Source: an optimization exercise on an open RTL-to-GDS flow (aim: small area, a short achievable clock period and few clock cycles). Production flows keep margins and buffers that such runs may drop.
Where RTL was checked, it was by simulation tests only, not by an equivalence proof against the original.
Function not checked in runs 4, 7 and 8: the RTL went through the layout flow alone.

File: flow/config.mk
export PLATFORM = sky130hd
export DESIGN_NAME = FPU_FSM
export DESIGN_NICKNAME = FPU_FSM
export VERILOG_FILES = /design/flow/design.v
export SDC_FILE = /design/flow/constraint.sdc
export NUM_CORES = 4
export LEC_CHECK = 0
export ABC_AREA = 1
export CAP_MARGIN = 20
export CORE_MARGIN = 2
export CORE_UTILIZATION = 65
export PLACE_DENSITY = 0.75
export SLEW_MARGIN = 20
File: flow/constraint.sdc
create_clock -name core_clock -period 22.0 [get_ports {clk}]
set_input_delay 4.4000 -clock core_clock [delete_from_list [all_inputs] [get_ports {clk}]]
set_output_delay 4.4000 -clock core_clock [all_outputs]
set_load 0.01 [all_outputs]
File: flow/design.v
module FPU_FSM (
  input wire clk,
  input wire reset,
  input wire start,
  input wire       sign_bit_a,
  input wire [7:0] int_part_a,
  input wire [7:0] frac_part_a,
  input wire       sign_bit_b,
  input wire [7:0] int_part_b,
  input wire [7:0] frac_part_b,
  input wire [1:0] S,  
  output wire [31:0] result,
  output wire       sign_bit_result,
  output wire [7:0] int_part_result,
  output wire [7:0] frac_part_result,
  output reg done
);
  localparam K = 4;                    
  localparam NMC = (16 + K - 1) / K;   
  localparam MW = NMC * K;             
  localparam ML = 23 - MW;             
  wire [15:0] A = {int_part_a, frac_part_a};
  wire [15:0] B = {int_part_b, frac_part_b};
  wire nzA = |A;
  wire nzB = |B;
  wire sac = sign_bit_a & nzA;
  wire sbc = sign_bit_b & nzB;
  wire eff_sub = sac ^ sbc ^ S[0];
  wire [16:0] s_ab = {1'b0, A} + {1'b0, B};
  wire [16:0] d_ab = {1'b0, A} - {1'b0, B};
  wire [15:0] d_ba = B - A;
  wire a_lt_b = d_ab[16];
  wire [16:0] M = !eff_sub ? s_ab : (a_lt_b ? {1'b0, d_ba} : d_ab);
  wire add_sign = (eff_sub & a_lt_b) ? (sbc ^ S[0]) : sac;
  wire [16:0] nin = S[1] ? {A, 1'b0} : M;
  reg [16:0] nt;
  reg [4:0] nz;
  always @(*) begin
    nt = nin;
    nz[4] = (nt[16:1] == 16'd0); if (nz[4]) nt = {nt[0], 16'd0};
    nz[3] = (nt[16:9] == 8'd0);  if (nz[3]) nt = {nt[8:0], 8'd0};
    nz[2] = (nt[16:13] == 4'd0); if (nz[2]) nt = {nt[12:0], 4'd0};
    nz[1] = (nt[16:15] == 2'd0); if (nz[1]) nt = {nt[14:0], 2'd0};
    nz[0] = ~nt[16];             if (nz[0]) nt = {nt[15:0], 1'b0};
  end
  reg [15:0] bt;
  reg [3:0] bz;
  always @(*) begin
    bt = B;
    bz[3] = (bt[15:8] == 8'd0);  if (bz[3]) bt = {bt[7:0], 8'd0};
    bz[2] = (bt[15:12] == 4'd0); if (bz[2]) bt = {bt[11:0], 4'd0};
    bz[1] = (bt[15:14] == 2'd0); if (bz[1]) bt = {bt[13:0], 2'd0};
    bz[0] = ~bt[15];             if (bz[0]) bt = {bt[14:0], 1'b0};
  end
  wire [15:0] An = nzA ? nt[16:1] : 16'h8000;
  wire [15:0] Bn = nzB ? bt : 16'h8000;
  wire [7:0] ea = nzA ? (8'd134 - {4'd0, nz[3:0]}) : 8'd0;
  wire [7:0] eb = nzB ? (8'd134 - {4'd0, bz}) : 8'd0;
  reg [7:0] add_e;
  always @(*) begin
    case (nz)
      5'd0: add_e = 8'd135;  5'd1: add_e = 8'd134;  5'd2: add_e = 8'd133;
      5'd3: add_e = 8'd132;  5'd4: add_e = 8'd131;  5'd5: add_e = 8'd130;
      5'd6: add_e = 8'd129;  5'd7: add_e = 8'd128;  5'd8: add_e = 8'd127;
      5'd9: add_e = 8'd126;  5'd10: add_e = 8'd125; 5'd11: add_e = 8'd124;
      5'd12: add_e = 8'd123; 5'd13: add_e = 8'd122; 5'd14: add_e = 8'd121;
      5'd15: add_e = 8'd120; default: add_e = 8'd119;
    endcase
  end
  wire mzero = eff_sub ? (A == B) : ~(nzA | nzB);
  wire [31:0] add_res = mzero ? {add_sign, 31'd0}
                      : {add_sign, add_e, nt[15:0], 7'd0};
  wire [4:0] blen = 5'd16 - {1'b0, nz[3:0]};
  reg [2:0] mcyc;
  integer c;
  always @(*) begin
    mcyc = NMC;
    for (c = NMC - 1; c >= 1; c = c - 1)
      if (blen <= c * K) mcyc = c;
  end
  wire [MW-1:0] mq0 = {An, {(MW-16){1'b0}}} >> (MW - K * mcyc);
  wire q0 = (An >= Bn);
  wire [7:0] ex = ea + (eb ^ {8{S[0]}}) + {7'd0, ~S[0]};
  wire [7:0] ex1 = ex - 8'd1;
  reg [31:0] res;
  reg b_mul, b_div, pk;
  reg dm;              
  reg [2:0] cnt;
  reg [16:0] X;        
  reg [16:0] V;        
  reg [5:0] bud;       
  wire idle = ~(b_mul | b_div);
  wire [MW-1:0] MQ = res[22:ML];    
  wire [16:0] xs [0:K];
  wire [K-1:0] q;      
  wire [K-1:0] mo;     
  assign xs[0] = X;
  genvar g;
  generate
    for (g = 0; g < K; g = g + 1) begin : stg
      wire [16:0] op2 = V & {17{dm | MQ[g]}};
      wire [17:0] sum = {1'b0, xs[g]} + {1'b0, op2} + {17'd0, dm};
      wire qq = sum[17];
      wire [15:0] y = qq ? sum[15:0] : xs[g][15:0];
      assign xs[g+1] = dm ? {y, 1'b0} : {1'b0, sum[16:1]};
      assign q[g] = qq;
      assign mo[g] = sum[0];
    end
  endgenerate
  wire [2*K:0] ge;
  genvar n;
  generate
    for (n = 0; n <= 2 * K; n = n + 1) begin : gen_ge
      assign ge[n] = ~bud[5] && (bud[4:0] >= n);
    end
  endgenerate
  reg [K-1:0] qv;
  reg [3:0] pc;        
  integer t;
  always @(*) begin
    pc = 4'd0;
    for (t = 0; t < K - 1; t = t + 1) begin
      qv[t] = q[t] & ge[t + pc];
      pc = pc + {3'd0, q[t]};
    end
    qv[K-1] = q[K-1] & ge[K - 1 + pc];
  end
  wire div_end = q[K-1] ? ~ge[K + 1 + pc] : ~ge[K + pc];
  wire [5:0] bud_t = bud - K[5:0] - {2'd0, pc};
  wire [5:0] bud_t1 = bud - K[5:0] - 6'd1 - {2'd0, pc};
  wire [5:0] bud_next = q[K-1] ? bud_t1 : bud_t;
  wire [MW-1:0] MQn = {mo, MQ[MW-1:K]};
  wire [16+MW-1:0] P = {X[15:0], MQ};
  localparam PT = 16 + MW - 1;
  wire pcar = P[PT];
  wire [22:0] pm = pcar ? P[PT-1:PT-23] : P[PT-2:PT-24];
  wire pg = pcar ? P[PT-24] : P[PT-25];
  wire pr = pcar ? P[PT-25] : P[PT-26];
  wire ps = pcar ? (|P[PT-26:0]) : (|P[PT-27:0]);
  wire rnd = pg & (pr | ps | pm[0]);
  wire ones = &pm;
  wire [22:0] pm_r = !rnd ? pm : (ones ? 23'h400000 : pm + 23'd1);
  wire [7:0] pe = res[30:23] + {7'd0, pcar} + {7'd0, rnd & ones};
  always @(posedge clk or posedge reset) begin
    if (reset) begin
      b_mul <= 1'b0;
      pk <= 1'b0;
      b_div <= 1'b0;
      done <= 1'b0;
    end else begin
      done <= 1'b0;
      if (idle) begin
        if (start) begin
          pk <= 1'b0;
          if (!S[1] || (!S[0] && !(nzA && nzB))) done <= 1'b1;
          else if (!S[0]) b_mul <= 1'b1;
          else b_div <= 1'b1;
        end
      end
      if (b_mul && cnt == NMC - 1) begin
        b_mul <= 1'b0;
        pk <= 1'b1;
        done <= 1'b1;
      end
      if (b_div && div_end) begin
        b_div <= 1'b0;
        done <= 1'b1;
      end
    end
  end
  integer j;
  always @(posedge clk) begin
    cnt <= cnt + 3'd1;
    if (!idle) begin
      X <= xs[K];
      bud <= bud_next;
    end
    if (idle && start) begin
      dm <= S[0];
      V <= S[0] ? ~{1'b0, Bn} : {1'b0, Bn};
      bud <= q0 ? 6'd23 : 6'd22;
      if (S[0]) begin
        X <= q0 ? {1'b0, An} : {An, 1'b0};
        cnt <= 3'd0;
      end else begin
        X <= 17'd0;
        cnt <= NMC - mcyc;
      end
    end
    if (idle && start) begin
      if (!S[1]) begin
        res <= add_res;
      end else if (!S[0]) begin
        res <= {sac ^ sbc, 31'd0};
        if (nzA && nzB) begin
          res[30:23] <= ex ^ 8'h80;
          res[22:ML] <= mq0;
        end
      end else begin
        res <= {sac ^ sbc, (q0 ? ex : ex1) ^ 8'h80, 23'd0};
      end
    end
    if (b_mul) res[22:ML] <= MQn;
    if (b_div) begin
      for (j = 0; j < 23; j = j + 1)
        if (cnt == (23 - j) / K) res[j] <= qv[(23 - j) % K];
    end
  end
  assign result = pk ? {res[31], pe, pm_r} : res;
  wire [7:0] re = result[30:23];
  wire [24:0] W = {1'b1, result[22:0], 1'b0};
  wire [7:0] u = 8'd143 - re;
  wire [24:0] Ws = W >> u[4:0];
  wire inr = (re >= 8'd119) && (re <= 8'd143);
  assign {int_part_result, frac_part_result} = inr ? Ws[15:0] : 16'd0;
  assign sign_bit_result = result[31];
endmodule
File: flow/flow/run.sh
#!/bin/bash
set -euo pipefail
cd "$(dirname "$0")/.."
bash standard.sh SETUP_SLACK_MARGIN=8 finish > standard_flow.log 2>&1
File: flow/standard.sh
#!/bin/bash
# synth_recipe.tcl (not shown) runs the flow's synth.tcl, then flattens the netlist and writes it again
# the make line also repeats each setting of config.mk as NAME=value (left out here)
make -C /OpenROAD-flow-scripts/flow DESIGN_CONFIG=/design/flow/config.mk WORK_HOME=/design/flow/orfs CLKGATE_MAP_FILE= SYNTH_SCRIPT=/design/flow/synth_recipe.tcl "${@:-finish}"
==> impl_metrics.tcl, run 1 <==
set metrics [dict create \
    status "complete, no violations" \
    hold_path.class "reg2reg" \
    crit_family "simple AND/OR/NAND/NOR gates" \
    syn_avg_cell_area_um2 5.75 \
    cp-startpoint "int_part_b[3]" \
    vias 20600 \
    cp-start-kind "primary input" \
    cts.path.max_buffers 2 \
    initial_core_util_pct 65.8 \
    crit_path_end_kind "flop" \
    routed_wl_um 61200 \
    final_common_cell "nand2_1" \
    drc 0 \
    path_class "in2reg" \
    fp-row-count 59 \
    regToRegEndpoint "bud[5]" \
    dp.cells 3307 \
    finalHoldViolations 0 \
    cts_tree "done" \
    fin_nets 3212 \
    ys_warn_count 1 \
    r2r-start "dm" \
    synth_area_um2 17100 \
    die_w_um 166 \
    critPathSlowestCell "ha_1" \
    viasPerCell 6.16 \
    slew_violations 0 \
    avgRoutedWirePerCell_um 18.3 \
    area_delta_synth_final_pct 8.90 \
    maxSlewHeadroom_pct 27.8 \
    io_pins 89 \
    coreArea_um2 26000 \
    finalCriticalPeriod_ns 13.47 \
    synthArstFlopShare_pct 5.00 \
    regArea_um2 2120 \
    arrival_ns 13.67 \
    required_ns 22.20 \
    dieHeight_um 166 \
    syn_inst 2976 \
    reg2regPathDepth 85 \
    dr.pass1.iters 10 \
    grt_pass1_vias 18800 \
    final-setup-viol-count 0 \
    antenna_found_initial 0 \
    gr-total-overflow 0 \
    clock_sinks 80 \
    ys_ff_latch 80 \
    critical_path_buf_inv_count 6 \
    yosysSeqAreaShare_pct 12.4 \
    htree_num_levels 3 \
    root_buffer "clkbuf_16" \
    fin_cells 3343 \
    grt_max_degree 76 \
    port_buffers 88 \
    synth-main-ff-cell "edfxtp_1" \
    fillCellCount 2307 \
    syn_nets 3185 \
    hpwl_um 48000 \
    maxCapViolCount 0 \
    diodes 0 \
    most-common-layout-cells "834 x nand2_1, 402 x inv_1, 276 x nor2_1, 271 x o21ai_0, 220 x a21oi_1" \
    reg2reg_slack_ns 9.15 \
    yosysUniqueCellTypes 64 \
    fin_setup_tns_ns 0 \
    cts_buffers 9 \
    path_depth 45 \
    slowest_delay_ns 0.64 \
    finalCritPeriodShare_pct 61.2 \
    drive_gt1_share_pct 4.29 \
    skew_ns 0.00849 \
    worst_pin_slew_ns 1.08 \
    multi_input_comb_area_um2 12900 \
    antenna_left 0 \
    drtIter0Drc 2733 \
    clk_latency_ns 0.36 \
    endpoint "X[7]" \
    crit_fanout 34 \
    crit_top_cell "nand2_1" \
    gp_congestion 1.06 \
    synth_edf_count 50 \
    rsz0062_at_grt "yes" \
    clk_pin_slew_ns 0.06 \
    max_freq_ghz 0.0742 \
    grt_pass1_wl_um 95900 \
    grtUsageTotal_pct 42.6 \
    die-area_um2 27600 \
]
## metrics by stage
stage	instance area, um2	hold slack [ns]	util (%)	setup slack (ns)
final	18600	0.488	71.7	8.53
after floorplan	17100	0.448	-	9.51
after global routing	18600	0.533	71.7	7.90
after global placement	18000	0.468	69.4	7.05
after detailed placement	18000	0.472	69.4	6.41
after CTS	18400	0.486	70.9	8.01
## final cells by class
class | count | share of cell area (%)
clock inverter | 3 | 0.222
multi-input combinational | 2366 | 69.5
timing repair buffer | 125 | 6.44
inverter | 421 | 8.54
clock buffer | 13 | 1.63
tap | 335 | 2.25
sequential | 80 | 11.4
## sequential cells by signal (all words and copies together), names as in the netlist
register,cells
b_mul,1
b_div,1
bud,6
V,17
pk,1
X,17
res,32
cnt,3
dm,1
done,1
## routing by layer
metal	global-route usage (%)	routed length, um
met5	0	0
met4	25.7	4180
met3	7.77	6870
met2	68.3	26900
met1	53.5	23300
## worst register-to-register path, delay by kind of cell, from the launching register on
kind	cells	cell delay, ns
and+or+nand+nor	34	2.92
AOI/OAI and AO/OA	39	6.47
DFF	1	0.41
adders and majority gates	4	1.36
buffers and inverters	8	1.47
## cells by family after synthesis
family                   share of synthesized area (%)
adder cells (fa/ha/maj)                           13.0
AND/OR/NAND/NOR                                   34.2
other                                           0.0219
AO/OA/AOI/OAI                                     21.0
multiplexers                                      1.42
flip-flops                                        12.4
XOR/XNOR                                          5.73
buffers and inverters                             12.3
## worst min path at each step
stage,start,endpoint,slack (ns),cells past startpoint
after global placement,res[0],res[0],0.47,2
after CTS,res[0],res[0],0.49,2
final,res[0],res[0],0.49,2
after floorplan,res[2],res[2],0.45,2
after global routing,res[5],res[5],0.53,2
after detailed placement,res[0],res[0],0.47,2
## synth_stat cells (6+ instances only)
master / n / area share [%]
clkbuf_1: 65 / 1.4
fa_1: 13 / 1.5
nand2_1: 836 / 18
dfxtp_1: 26 / 3.0
nand2_2: 13 / 0.48
nand4_1: 19 / 0.69
a31oi_1: 12 / 0.44
or2_2: 6 / 0.22
o22ai_1: 10 / 0.37
a21oi_1: 220 / 6.4
o21bai_1: 15 / 0.66
ha_1: 157 / 11
mux2i_1: 22 / 1.3
xor2_1: 86 / 4.4
inv_2: 13 / 0.29
o211ai_1: 31 / 1.4
a22oi_1: 7 / 0.31
nand3b_1: 6 / 0.26
edfxtp_1: 50 / 8.8
o21ai_0: 276 / 8.1
buf_4: 15 / 0.66
a211oi_1: 7 / 0.31
xnor2_1: 26 / 1.3
buf_2: 16 / 0.47
nand3_1: 193 / 5.6
nor3_1: 19 / 0.56
o21ai_1: 33 / 0.97
inv_1: 403 / 8.8
nor2_1: 279 / 6.1
nor2_2: 10 / 0.37
buf_1: 9 / 0.20
## repair_timing
| item | 4_1_cts | 5_1_grt |
|---|---|---|
| endpoints found under the setup margin | 30 | 32 |
| pin swaps | 1 | 2 |
| resized for setup | 6 | 14 |
| buffers inserted | 2 | 18 |
| hold buffers | 0 | 0 |
Testbench counts, summed over its fixed seeds: cycles 33,852.
==> inputs of run 2 (changes only) <==
==> flow/flow/run.sh (replaced) <==
#!/bin/bash
set -euo pipefail
cd "$(dirname "$0")/.."
bash standard.sh SETUP_SLACK_MARGIN=12 finish > standard_flow.log 2>&1
==> impl_metrics.tcl, run 2 <==
set metrics [dict create \
    grt_max_degree 53 \
    syn_inst 2976 \
    ys_ff_latch 80 \
    cts_buffers 9 \
    gp_congestion 1.06 \
    status "did not finish" \
    die_w_um 166 \
    first-error "[ERROR GRT-0116] Global routing finished with congestion. Check the congestion regions in the DRC Viewer." \
    dieHeight_um 166 \
    hpwl_um 49200 \
    yosysTopAreaCellShare_pct 18.3 \
    gr-total-overflow 107 \
    synth_most_common_cell "nand2_1" \
    synth_edf_count 50 \
    syn_avg_cell_area_um2 5.75 \
    synth_area_um2 17100 \
    fp-row-count 59 \
    grt_pass1_vias 26900 \
    io_pins 89 \
    grt_pass1_wl_um 153000 \
    clock_sinks 80 \
    root_buffer "clkbuf_16" \
    htree_num_levels 3 \
    yosysTopAreaCell "nand2_1" \
    synth-main-ff-cell "edfxtp_1" \
    synth_commonest_cells "836 x nand2_1, 403 x inv_1, 279 x nor2_1" \
    cts.path.max_buffers 2 \
    hold_buffers 0 \
    ys_top_cells_by_area "nand2_1 18%, ha_1 11%, inv_1 8.8%, edfxtp_1 8.8%, o21ai_0 8.1%" \
    haltStage "5_1_grt" \
    grtUsageTotal_pct 69.9 \
    synthArstFlopShare_pct 5.00 \
    yosysUniqueCellTypes 64 \
    yosysSeqAreaShare_pct 12.4 \
    port_buffers 88 \
    dp.cells 3305 \
    ys_warn_count 1 \
    initial_core_util_pct 65.8 \
    syn_nets 3185 \
]
run 2: cell families after synthesis:
logic type | Yosys count | share of synthesized area [%]
AOI/OAI and AO/OA | 652 | 21.0
muxes | 23 | 1.42
adders and majority gates | 170 | 13.0
DFF | 80 | 12.4
and+or+nand+nor | 1408 | 34.2
buffers and inverters | 530 | 12.3
xor gates and xnor gates | 112 | 5.73
other | 1 | 0.0219
run 2: routing by layer:
metal  overflow  track usage [%]
met3          2             48.1
met1          2             70.6
met4         49             68.3
met5          0             14.6
met2         54             91.9
run 2: what timing repair did:
item | 4_1_cts
buffers inserted | 268
cloned | 14
gates resized for setup | 388
pin swaps | 154
endpoints found under the setup margin | 66
run 2: metrics by stage:
stage / area, um2 / setup slack, ns / util, %
after detailed placement: 18300 / 8.80 / 70.4
after CTS: 22000 / 11.51 / 84.6
after global placement: 18300 / 8.89 / 70.4
after floorplan: 17500 / 11.46 / -
run 2: how the worst max path moves through the flow:
stage	from	end	slack, ns	depth (start not counted)
2_1_floorplan	dm	bud[5]	11.46	87
3_3_place_gp	frac_part_a[0]	res[29]	8.89	50
3_5_place_dp	frac_part_a[0]	res[29]	8.80	50
4_1_cts	dm	bud[5]	11.51	85
==> inputs of run 3 (changes only) <==
==> flow/run.sh (new file) <==
#!/bin/bash
# synth_recipe.tcl (not shown) runs the flow's synth.tcl, then flattens the netlist and writes it again
# the make line also repeats each setting of config.mk as NAME=value (left out here)
make -C /OpenROAD-flow-scripts/flow DESIGN_CONFIG=/design/flow/config.mk WORK_HOME=/design/flow/orfs CLKGATE_MAP_FILE= SYNTH_SCRIPT=/design/flow/synth_recipe.tcl finish
removed: flow/flow/run.sh
removed: flow/standard.sh
==> impl_metrics.tcl, run 3 <==
set metrics [dict create \
    grtUsageTotal_pct 42.5 \
    hold_end "res[0]" \
    synthArstFlopShare_pct 5.00 \
    synth_xor_area_share_pct 5.73 \
    slowest_delay_ns 0.66 \
    gr-total-overflow 0 \
    top_regs "res (32), V (17), X (17)" \
    fillCellCount 2332 \
    drive_gt1_share_pct 3.48 \
    arrival_ns 15.86 \
    root_buffer "clkbuf_16" \
    grt_util_met3_pct 7.79 \
    finalHoldViolations 0 \
    crit_top_cell "nand2_1" \
    fin_nets 3192 \
    max_freq_ghz 0.0635 \
    crit_path_end_kind "flop" \
    hold_depth 2 \
    synth_commonest_cells "836 x nand2_1, 403 x inv_1, 279 x nor2_1" \
    reg2regPathDepth 81 \
    status "complete, no violations" \
    required_ns 22.11 \
    finalCritPeriodShare_pct 71.6 \
    syn_nets 3185 \
    clock_sinks 80 \
    rsz0062_at_grt "no" \
    critPathSlowestCell "nor2_2" \
    cts_resized 0 \
    synth_compound_area_share_pct 21.0 \
    post_cts_buffers 0 \
    multi_input_comb_area_um2 12900 \
    worst_slack_ns 6.25 \
    drtIter0Drc 2611 \
    cp-start-kind "flop" \
    hpwl_um 48000 \
    yosysSeqAreaShare_pct 12.4 \
    final_common_cell "nand2_1" \
    viasPerCell 6.19 \
    dp.cells 3307 \
    io_pins 89 \
    regToRegEndpoint "bud[5]" \
    drc 0 \
    coreArea_um2 26000 \
    port_buffers 88 \
    grt_util_met2_pct 68.2 \
    hold_path.class "reg2reg" \
    reg2reg_slack_ns 6.25 \
    regMostFlops "res" \
    antenna_left 0 \
    maxSlewHeadroom_pct 30.2 \
    worst_pin_slew_ns 1.04 \
    avgRoutedWirePerCell_um 18.3 \
    place_ws_ns 6.41 \
    syn_avg_cell_area_um2 5.75 \
    synth_edf_count 50 \
    synth-simple-area-share_pct 34.2 \
    synth_most_common_cell "nand2_1" \
    grt_pass1_wl_um 95800 \
    final-setup-viol-count 0 \
    routed_wl_um 60900 \
    vias 20600 \
    yosysUniqueCellTypes 64 \
    fp-row-count 59 \
    yosysTopAreaCellShare_pct 18.3 \
    syn_inst 2976 \
    path_class "reg2reg" \
    hold_start "res[0]" \
    slew_violations 0 \
    maxCapViolCount 0 \
    r2r-start "dm" \
    area_delta_synth_final_pct 7.48 \
    crit_fanout 75 \
    cts_buffers 9 \
    ys_ff_latch 80 \
    yosysTopAreaCell "nand2_1" \
    dieHeight_um 166 \
    fin_setup_tns_ns 0 \
    gr-usage-met1_pct 53.3 \
    antenna_found_initial 0 \
    cts.path.max_buffers 2 \
    hold_buffers 0 \
    initial_core_util_pct 65.8 \
    clk_latency_ns 0.36 \
    regArea_um2 2120 \
    diodes 0 \
    die-area_um2 27600 \
    htree_num_levels 3 \
    grt-busiest-layer "met2" \
    grt_max_degree 76 \
    gp_congestion 1.06 \
    final_core_util_pct 70.7 \
    grt_pass1_vias 18800 \
    skew_ns 0.0121 \
    synth-main-ff-cell "edfxtp_1" \
    dr.pass1.iters 7 \
    most-common-layout-cells "835 x nand2_1, 403 x inv_1, 276 x nor2_1, 275 x o21ai_0, 220 x a21oi_1" \
    fin_cells 3323 \
    synth_area_um2 17100 \
    finalCriticalPeriod_ns 15.75 \
    largest_reg_flops 32 \
    ys_warn_count 1 \
    die_w_um 166 \
    clk_pin_slew_ns 0.06 \
    ys_top_cells_by_area "nand2_1 18%, ha_1 11%, inv_1 8.8%, edfxtp_1 8.8%, o21ai_0 8.1%" \
    cts_tree "done" \
    cp-startpoint "dm" \
    synthAdderAreaFrac_pct 13.0 \
    synthMuxAreaShare_pct 1.42 \
    synth_top_family_by_area "simple AND/OR/NAND/NOR gates" \
]
-- run 3: cell counts after synthesis --
No cell type changed its count.
-- run 3: layer usage --
| metal | wire (um) | vias to the layer above |
|---|---|---|
| li1 | - | 9716 |
| met1 | 23100 | 9209 |
| met2 | 26700 | 1348 |
| met3 | 6960 | 284 |
| met4 | 4200 | 0 |
| met5 | 0 | - |
-- run 3: worst max path at each step --
stage | endpoint | slack (ns) | cells after the start
after floorplan | bud[5] | 9.51 | 87
after global placement | bud[5] | 7.05 | 81
after detailed placement | bud[5] | 6.41 | 81
after CTS | bud[5] | 6.41 | 81
after global routing | bud[5] | 4.67 | 81
final | bud[5] | 6.25 | 81
-- run 3: metrics by stage --
| step | hold WS [ns] | area, um2 |
|---|---|---|
| floorplan | 0.448 | 17100 |
| global placement | 0.468 | 18000 |
| detailed placement | 0.472 | 18000 |
| CTS | 0.486 | 18400 |
| global route | 0.533 | 18400 |
| finish | 0.484 | 18400 |
-- run 3: worst max-delay path, delay by kind of cell, from the launching register on --
family | cells | cell delay, ns
AOI/OAI and AO/OA | 38 | 7.70
adders and majority gates | 4 | 1.36
buffers and inverters | 7 | 2.43
DFF | 1 | 0.36
and+or+nand+nor | 32 | 3.60
-- run 3: area by class of cell --
type                            instances  area share [%]
Multi-Input combinational cell       2366            70.2
Clock buffer                           13            1.65
Sequential cell                        80            11.5
Clock inverter                          3           0.225
Timing Repair Buffer                  105            5.49
Tap cell                              335            2.28
Inverter                              421            8.60
-- run 3: cell families (layout without fill, tap and decap cells) --
family / Yosys count / count (layout)
xor gates and xnor gates: 112 / 112
and+or+nand+nor: 1408 / 1408
muxes: 23 / 23
buffers and inverters: 530 / 542
other: 1 / 1
adders and majority gates: 170 / 170
DFF: 80 / 80
AOI/OAI and AO/OA: 652 / 652
==> inputs of run 4 (changes only) <==
--- a/flow/design.v
+++ b/flow/design.v
@@ -15,7 +15,7 @@
   output wire [7:0] frac_part_result,
   output reg done
 );
-  localparam K = 4;                    
+  localparam K = 3;                    
   localparam NMC = (16 + K - 1) / K;   
   localparam MW = NMC * K;             
   localparam ML = 23 - MW;             
==> flow/flow/run.sh (new file) <==
#!/bin/bash
set -euo pipefail
cd "$(dirname "$0")/.."
bash standard.sh SETUP_SLACK_MARGIN=11 finish > standard_flow.log 2>&1
==> flow/standard.sh (new file) <==
#!/bin/bash
# synth_recipe.tcl (not shown) runs the flow's synth.tcl, then flattens the netlist and writes it again
# the make line also repeats each setting of config.mk as NAME=value (left out here)
make -C /OpenROAD-flow-scripts/flow DESIGN_CONFIG=/design/flow/config.mk WORK_HOME=/design/flow/orfs CLKGATE_MAP_FILE= SYNTH_SCRIPT=/design/flow/synth_recipe.tcl "${@:-finish}"
removed: flow/run.sh
==> impl_metrics.tcl, run 4 <==
set metrics [dict create \
    finalCriticalPeriod_ns 10.73 \
    yosysUniqueCellTypes 72 \
    hold_start "res[0]" \
    gr-total-overflow 0 \
    yosysTopAreaCell "nand2_1" \
    fp-row-count 59 \
    maxCapViolCount 0 \
    ys_ff_latch 80 \
    crit_top_cell "nand2_1" \
    grtUsageTotal_pct 43.5 \
    drc 0 \
    multi_input_comb_area_um2 13500 \
    io_pins 89 \
    route.met3.wl_um 6900 \
    root_buffer "clkbuf_16" \
    regMostFlops "res" \
    cts.path.max_buffers 2 \
    met1Wirelength_um 23400 \
    clk_latency_ns 0.35 \
    highest_layer "met4" \
    htree_num_levels 3 \
    slowest_delay_ns 0.36 \
    status "complete, no violations" \
    cts_tree "done" \
    syn_inst 2994 \
    hold_buffers 0 \
    yosysTopAreaCellShare_pct 18.4 \
    hpwl_um 49600 \
    reg2regPathDepth 55 \
    crit_fanout 21 \
    synth-main-ff-cell "edfxtp_1" \
    fin_nets 3245 \
    arrival_ns 10.83 \
    max_freq_ghz 0.0932 \
    coreArea_um2 26100 \
    dieHeight_um 167 \
    synthArstFlopShare_pct 5.00 \
    slew_violations 0 \
    hold_path.class "reg2reg" \
    dr.pass1.iters 11 \
    diodes 0 \
    final_common_cell "nand2_1" \
    r2r-start "dm" \
    most-common-layout-cells "828 x nand2_1, 408 x inv_1, 274 x o21ai_0, 255 x nor2_1, 205 x nand3_1" \
    clock_sinks 80 \
    regArea_um2 2120 \
    skew_ns 0.00884 \
    die-area_um2 27900 \
    gp_congestion 1.09 \
    hold_ws_ns 0.488 \
    antenna_found_initial 0 \
    grt_max_degree 66 \
    synth_most_common_cell "nand2_1" \
    port_buffers 88 \
    vias 21200 \
    grt_pass1_vias 19500 \
    viasPerCell 6.25 \
    final-setup-viol-count 0 \
    syn_nets 3189 \
    finalCritPeriodShare_pct 48.8 \
    required_ns 22.10 \
    cts_buffers 9 \
    rsz0062_at_grt "yes" \
    fin_setup_tns_ns 0 \
    initial_core_util_pct 66.2 \
    hold_end "res[0]" \
    finalHoldViolations 0 \
    crit_path_end_kind "flop" \
    yosysSeqAreaShare_pct 12.3 \
    wl_met2_um 28600 \
    reg2reg_slack_ns 11.81 \
    synth_commonest_cells "844 x nand2_1, 422 x inv_1, 279 x o21ai_0" \
    synth_edf_count 50 \
    drive_gt1_share_pct 9.00 \
    critPathSlowestCell "nor2_1" \
    hold_depth 2 \
    cp-start-kind "primary input" \
    antenna_left 0 \
    drtIter0Drc 2984 \
    avgRoutedWirePerCell_um 18.8 \
    largest_reg_flops 32 \
    fillCellCount 2200 \
    top_regs "res (32), V (17), X (17)" \
    die_w_um 167 \
    ys_warn_count 1 \
    routed_wl_um 63800 \
    ys_top_cells_by_area "nand2_1 18%, ha_1 10%, inv_1 9.2%, edfxtp_1 8.7%, o21ai_0 8.1%" \
    syn_avg_cell_area_um2 5.76 \
    area_delta_synth_final_pct 12.8 \
    clk_pin_slew_ns 0.06 \
    regToRegEndpoint "X[11]" \
    grt_pass1_wl_um 98800 \
    synth_area_um2 17300 \
    maxSlewHeadroom_pct 25.9 \
    path_class "in2reg" \
    worst_pin_slew_ns 1.11 \
]
==> run 4: how the worst max path moves through the flow <==
| stage | from | end | slack, ns | cells past startpoint |
|---|---|---|---|---|
| 6_report | int_part_a[6] | res[29] | 11.27 | 45 |
| 4_1_cts | frac_part_a[2] | res[29] | 11.01 | 51 |
| 5_1_grt | int_part_a[3] | res[29] | 10.91 | 51 |
| 3_3_place_gp | int_part_a[5] | X[16] | 9.76 | 49 |
| 3_5_place_dp | frac_part_a[0] | X[16] | 9.46 | 51 |
| 2_1_floorplan | frac_part_a[0] | res[29] | 11.93 | 53 |
==> run 4: timing repair <==
item	in CTS	in global routing
setup endpoints to repair	48	55
resized for setup	63	116
cloned	0	4
pin swaps	3	26
setup buffers	4	42
==> run 4: through the flow <==
stage | utilization (%) | std cells | worst slack, ns | area [um2]
2_1_floorplan | - | 2994 | 11.93 | 17300
3_3_place_gp | 69.5 | 3323 | 9.76 | 18100
3_5_place_dp | 69.6 | 3324 | 9.46 | 18100
4_1_cts | 71.9 | 3344 | 11.01 | 18700
5_1_grt | 74.7 | 3390 | 10.91 | 19500
6_report | 74.7 | 3390 | 11.27 | 19500
==> run 4: cell families after synthesis <==
logic type / count (synthesis) / synth area share [%]
flip-flops: 80 / 12.3
other: 1 / 0.0217
multiplexers: 12 / 0.696
buffers and inverters: 552 / 12.9
AND/OR/NAND/NOR: 1468 / 36.5
AO/OA/AOI/OAI: 616 / 20.1
XOR/XNOR: 109 / 5.58
adder cells (fa/ha/maj): 156 / 11.9
==> run 4: critical path, delay by kind of cell <==
family	cells	cell delay (ns)
compound gates	6	0.85
simple gates	32	4.37
buf+inv	6	0.96
fa+ha+maj	1	0.23
==> run 4: metal layers <==
metal / GRT usage (%) / vias to the layer above
met5: 0 / -
met3: 6.96 / 365
met2: 71.7 / 1507
met4: 28.8 / 0
met1: 52.4 / 9464
li1: - / 9847
==> run 4: cell type report <==
cell class,instances,share of cell area (%)
clock buffers,10,1.18
well taps,335,2.15
multi-input cells,2366,69.2
repair buffers,151,7.32
flip-flops and latches,80,10.9
clock inverters,6,0.598
inverters,442,8.67
==> inputs of run 5 (changes only) <==
--- a/flow/design.v
+++ b/flow/design.v
@@ -32,7 +32,7 @@
   wire a_lt_b = d_ab[16];
   wire [16:0] M = !eff_sub ? s_ab : (a_lt_b ? {1'b0, d_ba} : d_ab);
   wire add_sign = (eff_sub & a_lt_b) ? (sbc ^ S[0]) : sac;
-  wire [16:0] nin = S[1] ? {A, 1'b0} : M;
+  wire [16:0] nin = M;
   reg [16:0] nt;
   reg [4:0] nz;
   always @(*) begin
@@ -43,6 +43,15 @@
     nz[1] = (nt[16:15] == 2'd0); if (nz[1]) nt = {nt[14:0], 2'd0};
     nz[0] = ~nt[16];             if (nz[0]) nt = {nt[15:0], 1'b0};
   end
+  reg [15:0] at;
+  reg [3:0] az;
+  always @(*) begin
+    at = A;
+    az[3] = (at[15:8] == 8'd0);  if (az[3]) at = {at[7:0], 8'd0};
+    az[2] = (at[15:12] == 4'd0); if (az[2]) at = {at[11:0], 4'd0};
+    az[1] = (at[15:14] == 2'd0); if (az[1]) at = {at[13:0], 2'd0};
+    az[0] = ~at[15];             if (az[0]) at = {at[14:0], 1'b0};
+  end
   reg [15:0] bt;
   reg [3:0] bz;
   always @(*) begin
@@ -52,9 +61,9 @@
     bz[1] = (bt[15:14] == 2'd0); if (bz[1]) bt = {bt[13:0], 2'd0};
     bz[0] = ~bt[15];             if (bz[0]) bt = {bt[14:0], 1'b0};
   end
-  wire [15:0] An = nzA ? nt[16:1] : 16'h8000;
+  wire [15:0] An = nzA ? at : 16'h8000;
   wire [15:0] Bn = nzB ? bt : 16'h8000;
-  wire [7:0] ea = nzA ? (8'd134 - {4'd0, nz[3:0]}) : 8'd0;
+  wire [7:0] ea = nzA ? (8'd134 - {4'd0, az}) : 8'd0;
   wire [7:0] eb = nzB ? (8'd134 - {4'd0, bz}) : 8'd0;
   reg [7:0] add_e;
   always @(*) begin
@@ -70,7 +79,7 @@
   wire mzero = eff_sub ? (A == B) : ~(nzA | nzB);
   wire [31:0] add_res = mzero ? {add_sign, 31'd0}
                       : {add_sign, add_e, nt[15:0], 7'd0};
-  wire [4:0] blen = 5'd16 - {1'b0, nz[3:0]};
+  wire [4:0] blen = 5'd16 - {1'b0, az};
   reg [2:0] mcyc;
   integer c;
   always @(*) begin
==> flow/flow/run.sh (replaced) <==
#!/bin/bash
set -euo pipefail
cd "$(dirname "$0")/.."
bash standard.sh SETUP_SLACK_MARGIN=14 finish > standard_flow.log 2>&1
--- a/flow/config.mk
+++ b/flow/config.mk
@@ -8,6 +8,6 @@
 export ABC_AREA = 1
 export CAP_MARGIN = 20
 export CORE_MARGIN = 2
-export CORE_UTILIZATION = 65
-export PLACE_DENSITY = 0.75
+export CORE_UTILIZATION = 50
+export PLACE_DENSITY = 0.65
 export SLEW_MARGIN = 20
==> impl_metrics.tcl, run 5 <==
set metrics [dict create \
    fillCellCount 2771 \
    crit_family "buffers and inverters" \
    fin_setup_tns_ns 0 \
    synth-main-ff-cell "edfxtp_1" \
    synth_commonest_cells "860 x nand2_1, 425 x inv_1, 288 x nor2_1" \
    antenna_left 0 \
    critical_path_buf_inv_count 11 \
    dr.pass1.iters 9 \
    final_common_cell "nand2_1" \
    synthArstFlopShare_pct 5.00 \
    cts_tree "done" \
    die-area_um2 36500 \
    hpwl_um 50400 \
    synth_area_um2 17500 \
    max_freq_ghz 0.117 \
    dieHeight_um 191 \
    place_ws_ns 11.33 \
    critPathSlowestCell "fa_2" \
    regArea_um2 2120 \
    io_pins 89 \
    slowest_delay_ns 0.53 \
    ys_ff_latch 80 \
    syn_inst 3066 \
    grtUsageTotal_pct 37.7 \
    worst_slack_ns 13.43 \
    routed_wl_um 76900 \
    area_delta_synth_final_pct 45.1 \
    finalHoldViolations 0 \
    ys_warn_count 1 \
    yosysTopAreaCell "nand2_1" \
    syn_nets 3259 \
    skew_ns 0.0164 \
    htree_num_levels 3 \
    yosysUniqueCellTypes 70 \
    final-setup-viol-count 0 \
    hold_depth 2 \
    finalCriticalPeriod_ns 8.57 \
    coreArea_um2 34500 \
    synth_most_common_cell "nand2_1" \
    multi_input_comb_area_um2 16100 \
    crit_path_end_kind "output pin" \
    fin_nets 3639 \
    vias 23600 \
    initial_core_util_pct 50.7 \
    root_buffer "clkbuf_16" \
    yosysTopAreaCellShare_pct 18.5 \
    clk_pin_slew_ns 0.08 \
    gp_congestion 1.01 \
    drc 0 \
    grt_max_degree 43 \
    diodes 0 \
    drive_gt1_share_pct 32.2 \
    synth_edf_count 50 \
    clk_latency_ns 0.37 \
    maxCapViolCount 0 \
    cp-startpoint "X[15]" \
    status "complete, no violations" \
    gr-total-overflow 0 \
    reg2regPathDepth 48 \
    hold_start "res[1]" \
    path_depth 27 \
    ys_top_cells_by_area "nand2_1 18%, ha_1 10%, inv_1 9.1%, edfxtp_1 8.6%, o21ai_0 8.0%" \
    cp-start-kind "flop" \
    clock_sinks 80 \
    hold_ws_ns 0.494 \
    cts_buffers 9 \
    grt_pass1_wl_um 109000 \
    grt_pass1_vias 20600 \
    hold_path.class "reg2reg" \
    finalCritPeriodShare_pct 38.9 \
    avgRoutedWirePerCell_um 19.7 \
    crit_top_cell "o21ai_2" \
    yosysSeqAreaShare_pct 12.1 \
    die_w_um 191 \
    largest_reg_flops 32 \
    maxSlewHeadroom_pct 8.20 \
    syn_avg_cell_area_um2 5.70 \
    drtIter0Drc 2759 \
    arrival_ns 4.17 \
    crit_fanout 6 \
    required_ns 17.60 \
    rsz0062_at_grt "yes" \
    top_regs "res (32), V (17), X (17)" \
    regMostFlops "res" \
    slew_violations 0 \
    fp-row-count 68 \
    worst_pin_slew_ns 1.37 \
    most-common-layout-cells "727 x nand2_1, 350 x inv_1, 306 x buf_4, 236 x nor2_1, 187 x nand3_1" \
    hold_buffers 0 \
    path_class "reg2out" \
    cts.path.max_buffers 2 \
    port_buffers 88 \
    viasPerCell 6.03 \
    r2r-start "dm" \
    antenna_found_initial 0 \
]
==> run 5: changes by cell type after synthesis, moves of 7 or more <==
| cell | change |
|---|---|
| a21oi_1 | +22 |
| a21oi_2 | +7 |
| buf_4 | +8 |
| nand2_1 | +16 |
| nand3_1 | +25 |
| nor2_1 | +14 |
==> run 5: metal layers <==
layer	part of all wire, %	track usage [%]	vias up
met4	5.6	17.2	0
met5	0	0	-
met1	39	48.7	10900
li1	-	-	10800
met2	46	62.1	1517
met3	9.9	5.29	363
==> run 5: stage by stage <==
step	utilization (%)	instances	cell area, um2
2_1_floorplan	-	3066	17700
3_5_place_dp	53.9	3507	18600
3_3_place_gp	53.9	3507	18600
5_1_grt	73.6	3906	25400
6_report	73.6	3906	25400
4_1_cts	64.3	3746	22200
==> run 5: cell families (layout without fill, tap and decap cells) <==
kind of cell               count (synthesis)  after routing  share of synthesized area, %
AOI/OAI and AO/OA                        631            632                          20.0
xor gates and xnor gates                 112            113                          5.61
adders and majority gates                154            154                          11.6
buffers and inverters                    556            935                          13.0
DFF                                       80             80                          12.1
muxes                                     16             16                         0.917
other                                      2              2                        0.0430
and+or+nand+nor                         1515           1519                          36.8
==> run 5: cell type report <==
type                       count  area share, %
inverter                     443           7.19
tap                          455           2.25
clock inverter                 6          0.192
sequential                    80           8.37
timing repair inverter         7          0.188
clock buffer                  10          0.943
multi-input combinational   2436           63.7
timing repair buffer         469           17.2
==> run 5: repair_timing <==
action | in CTS | in global routing
buffers inserted | 203 | 151
gates cloned | 20 | 9
setup endpoints to repair | 90 | 91
resized for setup | 585 | 630
pin swaps | 114 | 258
==> run 5: worst paths after layout <==
kind	to	slack, ns
setup / recovery	frac_part_result[2]	13.43
hold / removal	res[1]	0.49
setup reg to reg	bud[5]	13.86
hold reg to reg	res[1]	0.49
max in group asynchronous	pk	17.54
min in group asynchronous	done	4.25
==> run 5: worst min-delay path: stages (launching register included) <==
cell and delay, ns:
dfxtp_1 0.33, nand3_1 0.07, o21ai_0 0.06
Testbench counts of run 5, summed over its fixed seeds: cycles 41,078.
==> inputs of run 6 (changes only) <==
==> flow/flow/run.sh (replaced) <==
#!/bin/bash
set -euo pipefail
cd "$(dirname "$0")/.."
bash standard.sh SETUP_SLACK_MARGIN=12 finish > standard_flow.log 2>&1
==> impl_metrics.tcl, run 6 <==
set metrics [dict create \
    antenna_found_initial 1 \
    dp.cells 3509 \
    path_class "reg2out" \
    cts.path.max_buffers 2 \
    coreArea_um2 34500 \
    grt-busiest-layer "met2" \
    vias 20500 \
    synth-main-ff-cell "edfxtp_1" \
    critPathSlowestCell "clkdlybuf4s50_1" \
    rsz0062_at_grt "no" \
    die_w_um 191 \
    arrival_ns 5.25 \
    finalHoldViolations 0 \
    ys_top_cells_by_area "nand2_1 18%, ha_1 10%, inv_1 9.1%, edfxtp_1 8.6%, o21ai_0 8.0%" \
    cts_tree "done" \
    syn_nets 3259 \
    final_common_cell "nand2_1" \
    maxCapViolCount 0 \
    cts_buffers 9 \
    fin_cells 3574 \
    fillCellCount 3551 \
    ys_warn_count 1 \
    crit_fanout 28 \
    clock_sinks 80 \
    cp-start-kind "flop" \
    worst_pin_slew_ns 0.875 \
    hpwl_um 50800 \
    clk_latency_ns 0.36 \
    final-setup-viol-count 0 \
    finalCritPeriodShare_pct 43.9 \
    syn_avg_cell_area_um2 5.70 \
    grt_util_met2_pct 57.2 \
    die-area_um2 36500 \
    root_buffer "clkbuf_16" \
    yosysSeqAreaShare_pct 12.1 \
    drive_gt1_share_pct 6.60 \
    synth_commonest_cells "860 x nand2_1, 425 x inv_1, 288 x nor2_1" \
    multi_input_comb_area_um2 13300 \
    grtUsageTotal_pct 34.1 \
    required_ns 17.60 \
    grt_max_degree 54 \
    fin_setup_tns_ns 0 \
    synth_most_common_cell "nand2_1" \
    crit_path_end_kind "output pin" \
    gp_congestion 0.979 \
    antenna_left 0 \
    fin_nets 3307 \
    largest_reg_flops 32 \
    initial_core_util_pct 50.7 \
    grt_pass1_vias 18500 \
    regArea_um2 2120 \
    maxSlewHeadroom_pct 41.1 \
    yosysTopAreaCell "nand2_1" \
    fp-row-count 68 \
    avgRoutedWirePerCell_um 17.9 \
    grt_util_met3_pct 3.64 \
    htree_num_levels 3 \
    worst_slack_ns 12.35 \
    slowest_delay_ns 0.53 \
    yosysTopAreaCellShare_pct 18.5 \
    diodes 0 \
    hold_ws_ns 0.491 \
    syn_inst 3066 \
    slew_violations 0 \
    viasPerCell 5.72 \
    clk_pin_slew_ns 0.07 \
    drtIter0Drc 2072 \
    io_pins 89 \
    hold_buffers 0 \
    synth_area_um2 17500 \
    synthArstFlopShare_pct 5.00 \
    dieHeight_um 191 \
    skew_ns 0.0149 \
    place_ws_ns 10.55 \
    area_delta_synth_final_pct 10.8 \
    drc 0 \
    grt_pass1_wl_um 98400 \
    synth_edf_count 50 \
    crit_top_cell "nand2_1" \
    most-common-layout-cells "855 x nand2_1, 415 x inv_1, 280 x nor2_1, 262 x o21ai_0, 229 x nand3_1" \
    top_regs "res (32), V (17), X (17)" \
    regMostFlops "res" \
    max_freq_ghz 0.104 \
    hold_path.class "reg2reg" \
    status "complete, no violations" \
    routed_wl_um 63900 \
    gr-total-overflow 0 \
    gr-usage-met1_pct 44.1 \
    dr.pass1.iters 6 \
    finalCriticalPeriod_ns 9.65 \
    yosysUniqueCellTypes 70 \
    ys_ff_latch 80 \
    port_buffers 88 \
]
[run 6: changes by cell type in the layout (fill, tap and decap cells not counted), sizes merged, moves of 4 or more]
cell / change
clkinv: -4
inv: +5
dlygate4sd2: -6
buf: -350
dlymetal6s2s: -7
clkdlybuf4s50: +59
clkbuf: -16
clkinvlp: -5
[run 6: layout make-up]
type | count | share of cell area [%]
repair inverters | 4 | 0.116
clock buffers | 11 | 1.21
well taps | 455 | 2.94
repair buffers | 144 | 6.96
multi-input cells | 2432 | 68.8
clock inverters | 5 | 0.162
inverters | 443 | 8.83
flip-flops and latches | 80 | 11.0
[run 6: layer usage]
| layer | vias up | wire [um] |
|---|---|---|
| li1 | 10100 | - |
| met1 | 9296 | 26600 |
| met2 | 946 | 29200 |
| met3 | 157 | 4950 |
| met4 | 0 | 3080 |
| met5 | - | 0 |
[run 6: cells by family (layout without fill, tap and decap cells)]
| group | count (synthesis) | count (layout) | synth area share (%) |
|---|---|---|---|
| buffers and inverters | 556 | 607 | 13.0 |
| AO/OA/AOI/OAI | 631 | 631 | 20.0 |
| other | 2 | 2 | 0.0430 |
| flip-flops | 80 | 80 | 12.1 |
| multiplexers | 16 | 16 | 0.917 |
| adder cells (fa/ha/maj) | 154 | 154 | 11.6 |
| AND/OR/NAND/NOR | 1515 | 1516 | 36.8 |
| XOR/XNOR | 112 | 113 | 5.61 |
[run 6: worst paths after layout]
| check | from | to | slack, ns | cells past startpoint |
|---|---|---|---|---|
| max | X[15] | frac_part_result[2] | 12.35 | 29 |
| min | res[0] | res[0] | 0.49 | 2 |
| max reg2reg | dm | X[4] | 12.67 | 41 |
| min reg2reg | res[0] | res[0] | 0.49 | 2 |
| max in group asynchronous | reset | b_div | 17.51 | 2 |
| min in group asynchronous | reset | pk | 4.31 | 2 |
[run 6: timing repair]
| item | CTS | global route |
|---|---|---|
| buffers inserted | 6 | 36 |
| hold endpoints to repair | 0 | 0 |
| gates resized for setup | 30 | 57 |
| pin swaps | 2 | 7 |
| gates cloned | 3 | 4 |
| setup endpoints to repair | 66 | 68 |
[run 6: per-stage QoR]
| step | cell area (um2) | util, % |
|---|---|---|
| after floorplan | 17500 | - |
| after global placement | 18400 | 53.5 |
| after detailed placement | 18400 | 53.5 |
| after CTS | 18900 | 54.8 |
| after global routing | 19400 | 56.2 |
| final | 19400 | 56.2 |
[run 6: worst max-delay path: cells and delay by family, from the launching register on]
kind / cells / cell delay (ns)
buffers and inverters: 10 / 1.66
AOI/OAI and AO/OA: 5 / 0.77
adders and majority gates: 2 / 0.70
and+or+nand+nor: 12 / 1.34
DFF: 1 / 0.40
==> inputs of run 7 (changes only) <==
--- a/flow/design.v
+++ b/flow/design.v
@@ -141,15 +141,18 @@
   wire [MW-1:0] MQn = {mo, MQ[MW-1:K]};
   wire [16+MW-1:0] P = {X[15:0], MQ};
   localparam PT = 16 + MW - 1;
-  wire pcar = P[PT];
-  wire [22:0] pm = pcar ? P[PT-1:PT-23] : P[PT-2:PT-24];
-  wire pg = pcar ? P[PT-24] : P[PT-25];
-  wire pr = pcar ? P[PT-25] : P[PT-26];
-  wire ps = pcar ? (|P[PT-26:0]) : (|P[PT-27:0]);
+  wire [16+MW-1:0] Pl = {xs[K][15:0], MQn};
+  wire pcl = Pl[PT];
+  wire [16+MW-1:0] Pn = pcl ? Pl : {Pl[PT-1:0], 1'b0};
+  wire [22:0] pm = P[PT-1:PT-23];
+  wire pg = P[PT-24];
+  wire pr = P[PT-25];
+  wire ps = |P[PT-26:0];
   wire rnd = pg & (pr | ps | pm[0]);
   wire ones = &pm;
+  wire ovf = rnd & ones;
   wire [22:0] pm_r = !rnd ? pm : (ones ? 23'h400000 : pm + 23'd1);
-  wire [7:0] pe = res[30:23] + {7'd0, pcar} + {7'd0, rnd & ones};
+  wire [7:0] pe = res[30:23] + {7'd0, ovf};
   always @(posedge clk or posedge reset) begin
     if (reset) begin
       b_mul <= 1'b0;
@@ -181,7 +184,7 @@
   always @(posedge clk) begin
     cnt <= cnt + 3'd1;
     if (!idle) begin
-      X <= xs[K];
+      X <= (b_mul && cnt == NMC - 1) ? {1'b0, Pn[16+MW-1:MW]} : xs[K];
       bud <= bud_next;
     end
     if (idle && start) begin
@@ -209,18 +212,26 @@
         res <= {sac ^ sbc, (q0 ? ex : ex1) ^ 8'h80, 23'd0};
       end
     end
-    if (b_mul) res[22:ML] <= MQn;
+    if (b_mul) begin
+      if (cnt == NMC - 1) begin
+        res[22:ML] <= Pn[MW-1:0];
+        res[30:23] <= res[30:23] + {7'd0, pcl};
+      end else begin
+        res[22:ML] <= MQn;
+      end
+    end
     if (b_div) begin
       for (j = 0; j < 23; j = j + 1)
         if (cnt == (23 - j) / K) res[j] <= qv[(23 - j) % K];
     end
   end
   assign result = pk ? {res[31], pe, pm_r} : res;
-  wire [7:0] re = result[30:23];
-  wire [24:0] W = {1'b1, result[22:0], 1'b0};
-  wire [7:0] u = 8'd143 - re;
-  wire [24:0] Ws = W >> u[4:0];
-  wire inr = (re >= 8'd119) && (re <= 8'd143);
+  wire [7:0] rs = res[30:23];
+  wire wov = pk & ovf;
+  wire [25:0] W = {wov, 1'b1, wov ? 23'd0 : result[22:0], 1'b0};
+  wire [7:0] u = 8'd143 - rs;
+  wire [25:0] Ws = W >> u[4:0];
+  wire inr = (rs >= 8'd118) && (rs <= 8'd143);
   assign {int_part_result, frac_part_result} = inr ? Ws[15:0] : 16'd0;
   assign sign_bit_result = result[31];
 endmodule
==> impl_metrics.tcl, run 7 <==
set metrics [dict create \
    status "complete, no violations" \
    maxCapViolCount 0 \
    cts_buffers 9 \
    synth_area_um2 17900 \
    avgRoutedWirePerCell_um 18.4 \
    yosysUniqueCellTypes 67 \
    crit_family "simple AND/OR/NAND/NOR gates" \
    final_common_cell "nand2_1" \
    ys_ff_latch 80 \
    ys_top_cells_by_area "nand2_1 21%, ha_1 10%, inv_1 8.9%, o21ai_0 8.6%, edfxtp_1 7.0%" \
    top_regs "res (32), V (17), X (17)" \
    max_freq_ghz 0.104 \
    grt_max_degree 74 \
    clk_pin_slew_ns 0.07 \
    grtUsageTotal_pct 35.2 \
    slowest_delay_ns 0.53 \
    arrival_ns 9.85 \
    antenna_found_initial 0 \
    synth-main-ff-cell "edfxtp_1" \
    io_pins 89 \
    critical_path_buf_inv_count 5 \
    hold_path.class "reg2reg" \
    regMostFlops "res" \
    dr.pass1.iters 6 \
    htree_num_levels 3 \
    root_buffer "clkbuf_16" \
    grt_pass1_vias 20000 \
    critPathSlowestCell "clkdlybuf4s50_1" \
    slew_violations 0 \
    most-common-layout-cells "1017 x nand2_1, 422 x inv_1, 293 x o21ai_0, 260 x nor2_1, 206 x a21oi_1" \
    fin_nets 3431 \
    clk_latency_ns 0.36 \
    hold_start "res[3]" \
    skew_ns 0.0214 \
    die_w_um 193 \
    path_class "in2reg" \
    hpwl_um 55000 \
    final-setup-viol-count 0 \
    cts_tree "done" \
    initial_core_util_pct 50.6 \
    cp-start-kind "primary input" \
    maxSlewHeadroom_pct 28.1 \
    dieHeight_um 193 \
    area_delta_synth_final_pct 9.46 \
    port_buffers 88 \
    fillCellCount 3803 \
    viasPerCell 5.79 \
    diodes 0 \
    largest_reg_flops 32 \
    yosysSeqAreaShare_pct 11.4 \
    finalCritPeriodShare_pct 43.7 \
    synth_commonest_cells "1023 x nand2_1, 426 x inv_1, 308 x o21ai_0" \
    worst_pin_slew_ns 1.08 \
    coreArea_um2 35400 \
    drtIter0Drc 2197 \
    synth_edf_count 42 \
    gr-total-overflow 0 \
    ys_warn_count 1 \
    syn_nets 3414 \
    cp-startpoint "int_part_a[7]" \
    r2r-start "dm" \
    fin_setup_tns_ns 0 \
    drc 0 \
    syn_avg_cell_area_um2 5.57 \
    crit_path_end_kind "flop" \
    synth_most_common_cell "nand2_1" \
    yosysTopAreaCellShare_pct 21.4 \
    routed_wl_um 68100 \
    fp-row-count 69 \
    crit_fanout 19 \
    cts.path.max_buffers 2 \
    yosysTopAreaCell "nand2_1" \
    grt_pass1_wl_um 107000 \
    hold_ws_ns 0.491 \
    die-area_um2 37400 \
    rsz0062_at_grt "no" \
    antenna_left 0 \
    gp_congestion 0.981 \
    synthArstFlopShare_pct 5.00 \
    vias 21400 \
    syn_inst 3219 \
    clock_sinks 80 \
    finalHoldViolations 0 \
    drive_gt1_share_pct 5.65 \
    required_ns 22.24 \
    finalCriticalPeriod_ns 9.60 \
]
-- run 7: changes by cell type in the layout (fill, tap and decap cells not counted), sizes merged, moves of 9 or more --
cell | previous run | this run
o22ai | 16 | 7
nand2 | 893 | 1046
o211ai | 21 | 34
o21ai | 304 | 327
nor2 | 302 | 279
nand3 | 239 | 212
buf | 55 | 42
xor2 | 91 | 73
-- run 7: cell families after synthesis --
family,share of synthesized area (%)
compound gates,20.7
xor+xnor,4.64
fa+ha+maj,11.4
buf+inv,12.8
flops,11.4
mux,0.838
other cells,0.0419
simple gates,38.2
-- run 7: what timing repair did --
action,4_1_cts,5_1_grt
pin swaps,1,9
resized for setup,19,55
endpoints found under the setup margin,53,66
buffers inserted,0,27
cloned,1,1
hold buffers,0,0
-- run 7: through the flow --
stage	instance area (um2)	std cells	utilization (%)	worst slack [ns]
finish	19600	3702	55.4	12.40
global route	19600	3702	55.4	11.97
CTS	19200	3674	54.3	12.01
detailed placement	18900	3657	53.3	10.14
global placement	18900	3656	53.3	10.06
floorplan	17900	3219	-	13.11
-- run 7: worst register-to-register path, delay by kind of cell, from the launching register on --
| kind | cells | cell delay [ns] |
|---|---|---|
| AOI/OAI and AO/OA | 19 | 3.16 |
| xor gates and xnor gates | 1 | 0.13 |
| adders and majority gates | 5 | 1.94 |
| buffers and inverters | 8 | 1.36 |
| DFF | 1 | 0.39 |
| and+or+nand+nor | 21 | 2.18 |
-- run 7: layout make-up --
| type | instances | area (um2) | area share [%] |
|---|---|---|---|
| clock inverters | 7 | 50.0 | 0.255 |
| multi-input cells | 2570 | 13800 | 70.4 |
| repair buffers | 130 | 1220 | 6.21 |
| flip-flops and latches | 80 | 2040 | 10.4 |
| inverters | 444 | 1680 | 8.59 |
| repair inverters | 1 | 7.51 | 0.0383 |
| clock buffers | 9 | 225 | 1.15 |
| well taps | 461 | 577 | 2.94 |
-- run 7: path summary, 6_finish.rpt --
kind | cells past startpoint | to | slack [ns]
min reg2reg | 2 | res[3] | 0.49
max in group asynchronous | 2 | b_mul | 17.48
max | 29 | res[28] | 12.40
min | 2 | res[3] | 0.49
max reg2reg | 54 | res[29] | 12.77
min in group asynchronous | 2 | pk | 4.28
-- run 7: layer usage --
metal  GRT usage, %  share of wire [%]  vias to the layer above
li1               -                  -                    10500
met1           46.1                 43                     9822
met2           59.2                 46                      987
met3           3.45                7.1                      156
met4           14.4                4.1                        0
met5              0                  0                        -
==> inputs of run 8 (changes only) <==
==> flow/flow/run.sh (replaced) <==
#!/bin/bash
set -euo pipefail
cd "$(dirname "$0")/.."
bash standard.sh SETUP_SLACK_MARGIN=13 finish > standard_flow.log 2>&1
==> impl_metrics.tcl, run 8 <==
set metrics [dict create \
    coreArea_um2 35400 \
    port_buffers 88 \
    finalCritPeriodShare_pct 40.3 \
    clk_pin_slew_ns 0.07 \
    syn_avg_cell_area_um2 5.57 \
    hold_path.class "reg2reg" \
    synth_area_um2 17900 \
    avgRoutedWirePerCell_um 18.8 \
    die-area_um2 37400 \
    regArea_um2 2050 \
    yosysTopAreaCellShare_pct 21.4 \
    maxSlewHeadroom_pct 29.5 \
    hold_ws_ns 0.491 \
    clk_latency_ns 0.36 \
    synth-main-ff-cell "edfxtp_1" \
    critical_path_buf_inv_count 3 \
    syn_inst 3219 \
    cts_buffers 9 \
    die_w_um 193 \
    cp-start-kind "flop" \
    dieHeight_um 193 \
    largest_reg_flops 32 \
    hold_buffers 0 \
    crit_family "compound AO/OA/AOI/OAI gates" \
    synthMuxAreaShare_pct 0.838 \
    top_regs "res (32), V (17), X (17)" \
    hpwl_um 55000 \
    final_core_util_pct 59.3 \
    syn_nets 3414 \
    synth_commonest_cells "1023 x nand2_1, 426 x inv_1, 308 x o21ai_0" \
    synth-simple-area-share_pct 38.2 \
    grt_pass1_wl_um 109000 \
    yosysSeqAreaShare_pct 11.4 \
    maxCapViolCount 0 \
    fp-row-count 69 \
    grt_pass1_vias 20400 \
    dr.pass1.iters 6 \
    gr-total-overflow 0 \
    slew_violations 0 \
    fin_nets 3504 \
    required_ns 17.60 \
    gp_congestion 0.981 \
    yosysUniqueCellTypes 67 \
    diodes 0 \
    yosysTopAreaCell "nand2_1" \
    cts_tree "done" \
    final-setup-viol-count 0 \
    synthAdderAreaFrac_pct 11.4 \
    place_ws_ns 10.14 \
    synth_most_common_cell "nand2_1" \
    reg2reg_slack_ns 13.51 \
    path_cells "inv_1 > nor3_2 > nand4_1 > nor2_2 > nor2_4 > clkinv_2 > a31oi_1 > o21ai_0 > o21ai_0 > mux2i_1 > o21ai_0 > o21ai_0 > nor2_1 > o221a_2 > clkdlybuf4s50_1" \
    synth_top_family_by_area "simple AND/OR/NAND/NOR gates" \
    ys_ff_latch 80 \
    worst_pin_slew_ns 1.05 \
    vias 22200 \
    rsz0062_at_grt "yes" \
    htree_num_levels 3 \
    synth_compound_area_share_pct 20.7 \
    root_buffer "clkbuf_16" \
    synthArstFlopShare_pct 5.00 \
    max_freq_ghz 0.113 \
    io_pins 89 \
    grtUsageTotal_pct 35.8 \
    fillCellCount 3633 \
    cts.path.max_buffers 2 \
    antenna_left 0 \
    critPathSlowestCell "edfxtp_1" \
    drive_gt1_share_pct 11.1 \
    fin_setup_tns_ns 0 \
    initial_core_util_pct 50.6 \
    most-common-layout-cells "1011 x nand2_1, 409 x inv_1, 261 x o21ai_0, 246 x nor2_1, 201 x nand3_1" \
    area_delta_synth_final_pct 17.2 \
    grt_max_degree 57 \
    finalHoldViolations 0 \
    slowest_delay_ns 0.57 \
    synth_edf_count 42 \
    crit_fanout 12 \
    ys_warn_count 1 \
    multi_input_comb_area_um2 14500 \
    routed_wl_um 71100 \
    viasPerCell 5.87 \
    status "complete, no violations" \
    skew_ns 0.0238 \
    drc 0 \
    path_class "reg2out" \
    final_common_cell "nand2_1" \
    antenna_found_initial 0 \
    regMostFlops "res" \
    ys_top_cells_by_area "nand2_1 21%, ha_1 10%, inv_1 8.9%, o21ai_0 8.6%, edfxtp_1 7.0%" \
    worst_slack_ns 13.12 \
    synth_xor_area_share_pct 4.64 \
    clock_sinks 80 \
    finalCriticalPeriod_ns 8.88 \
    crit_path_end_kind "output pin" \
    crit_top_cell "o21ai_0" \
    drtIter0Drc 2339 \
    arrival_ns 4.48 \
]
run 8: cell counts after synthesis:
Identical to the previous run, type by type.
run 8: worst min-delay path: cells and delay by family, from the launching register on:
kind	cells	cell delay, ns
flip-flops	1	0.33
AND/OR/NAND/NOR	1	0.07
AO/OA/AOI/OAI	1	0.06
run 8: metrics by stage:
step                cells  instance area [um2]
finish               3775                21000
floorplan            3219                17900
detailed placement   3657                18900
CTS                  3723                19900
global placement     3656                18900
global route         3775                21000
run 8: kinds of logic after synthesis:
| family | Yosys count |
|---|---|
| buffers and inverters | 570 |
| and+or+nand+nor | 1640 |
| muxes | 15 |
| DFF | 80 |
| adders and majority gates | 156 |
| AOI/OAI and AO/OA | 661 |
| other | 2 |
| xor gates and xnor gates | 95 |
run 8: metal layers:
| metal | wire (um) | global-route usage [%] | vias up | share of wire [%] |
|---|---|---|---|---|
| li1 | - | - | 10600 | - |
| met1 | 29600 | 47.2 | 10200 | 42 |
| met2 | 32700 | 60.2 | 1145 | 46 |
| met3 | 5540 | 2.84 | 203 | 7.8 |
| met4 | 3200 | 15.4 | 0 | 4.5 |
| met5 | 0 | 0 | - | 0 |
run 8: timing repair:
| item | in CTS | in global routing |
|---|---|---|
| pin swaps | 18 | 40 |
| setup endpoints to repair | 69 | 68 |
| setup buffers | 44 | 46 |
| cloned | 6 | 6 |
| resized for setup | 109 | 190 |
| hold endpoints to repair | 0 | 0 |
run 8: worst paths after layout:
path	from	to	cells past startpoint
max reg2reg	dm	X[5]	54
min reg2reg	res[4]	res[4]	2
max	X[9]	frac_part_result[0]	15
min	res[4]	res[4]	2
max in group asynchronous	reset	pk	2
min in group asynchronous	reset	done	2
run 8: cell type report:
| cell class | instances | area share (%) |
|---|---|---|
| Multi-Input combinational cell | 2574 | 69.0 |
| Sequential cell | 80 | 9.74 |
| Timing Repair Buffer | 196 | 8.87 |
| Inverter | 444 | 8.24 |
| Tap cell | 461 | 2.75 |
| Clock buffer | 9 | 1.07 |
| Clock inverter | 7 | 0.238 |
| Timing Repair inverter | 4 | 0.131 |

[afterwards: timing with drivers on the ports]
In the flow no input, the clock included, has a driving cell. The finished layouts below were timed again as built, in two steps. Step 1, drivers: a clkbuf_16 drives clk and a buf_2 each remaining input, both assumed. Step 2 also shifts input and output timing later by t, the mid clock arrival at the registers, as if the neighbouring blocks saw the same clock. Slacks: ideal ports / drivers / drivers and shift; pairs: ideal ports / drivers.
run | t (ns) | setup slack, ns | worst register clock-pin slew, ns
run 1 | 0.402 | 8.532 / 8.558 / 8.155 | 0.07 / 0.07
run 3 | 0.406 | 6.252 / 6.252 / 6.252 | 0.07 / 0.07
run 4 | 0.394 | 11.265 / 11.290 / 10.897 | 0.07 / 0.07
run 5 | 0.413 | 13.433 / 13.386 / 13.363 | 0.08 / 0.08
run 6 | 0.395 | 12.347 / 12.304 / 12.054 | 0.07 / 0.07
run 7 | 0.397 | 12.396 / 12.420 / 12.023 | 0.08 / 0.08
run 8 | 0.399 | 13.123 / 13.076 / 12.807 | 0.08 / 0.08
After both steps setup and hold are still met in every run listed. The setup slack of run 1, which loses most, moves by +0.026 ns with the drivers and by -0.377 ns with both steps.
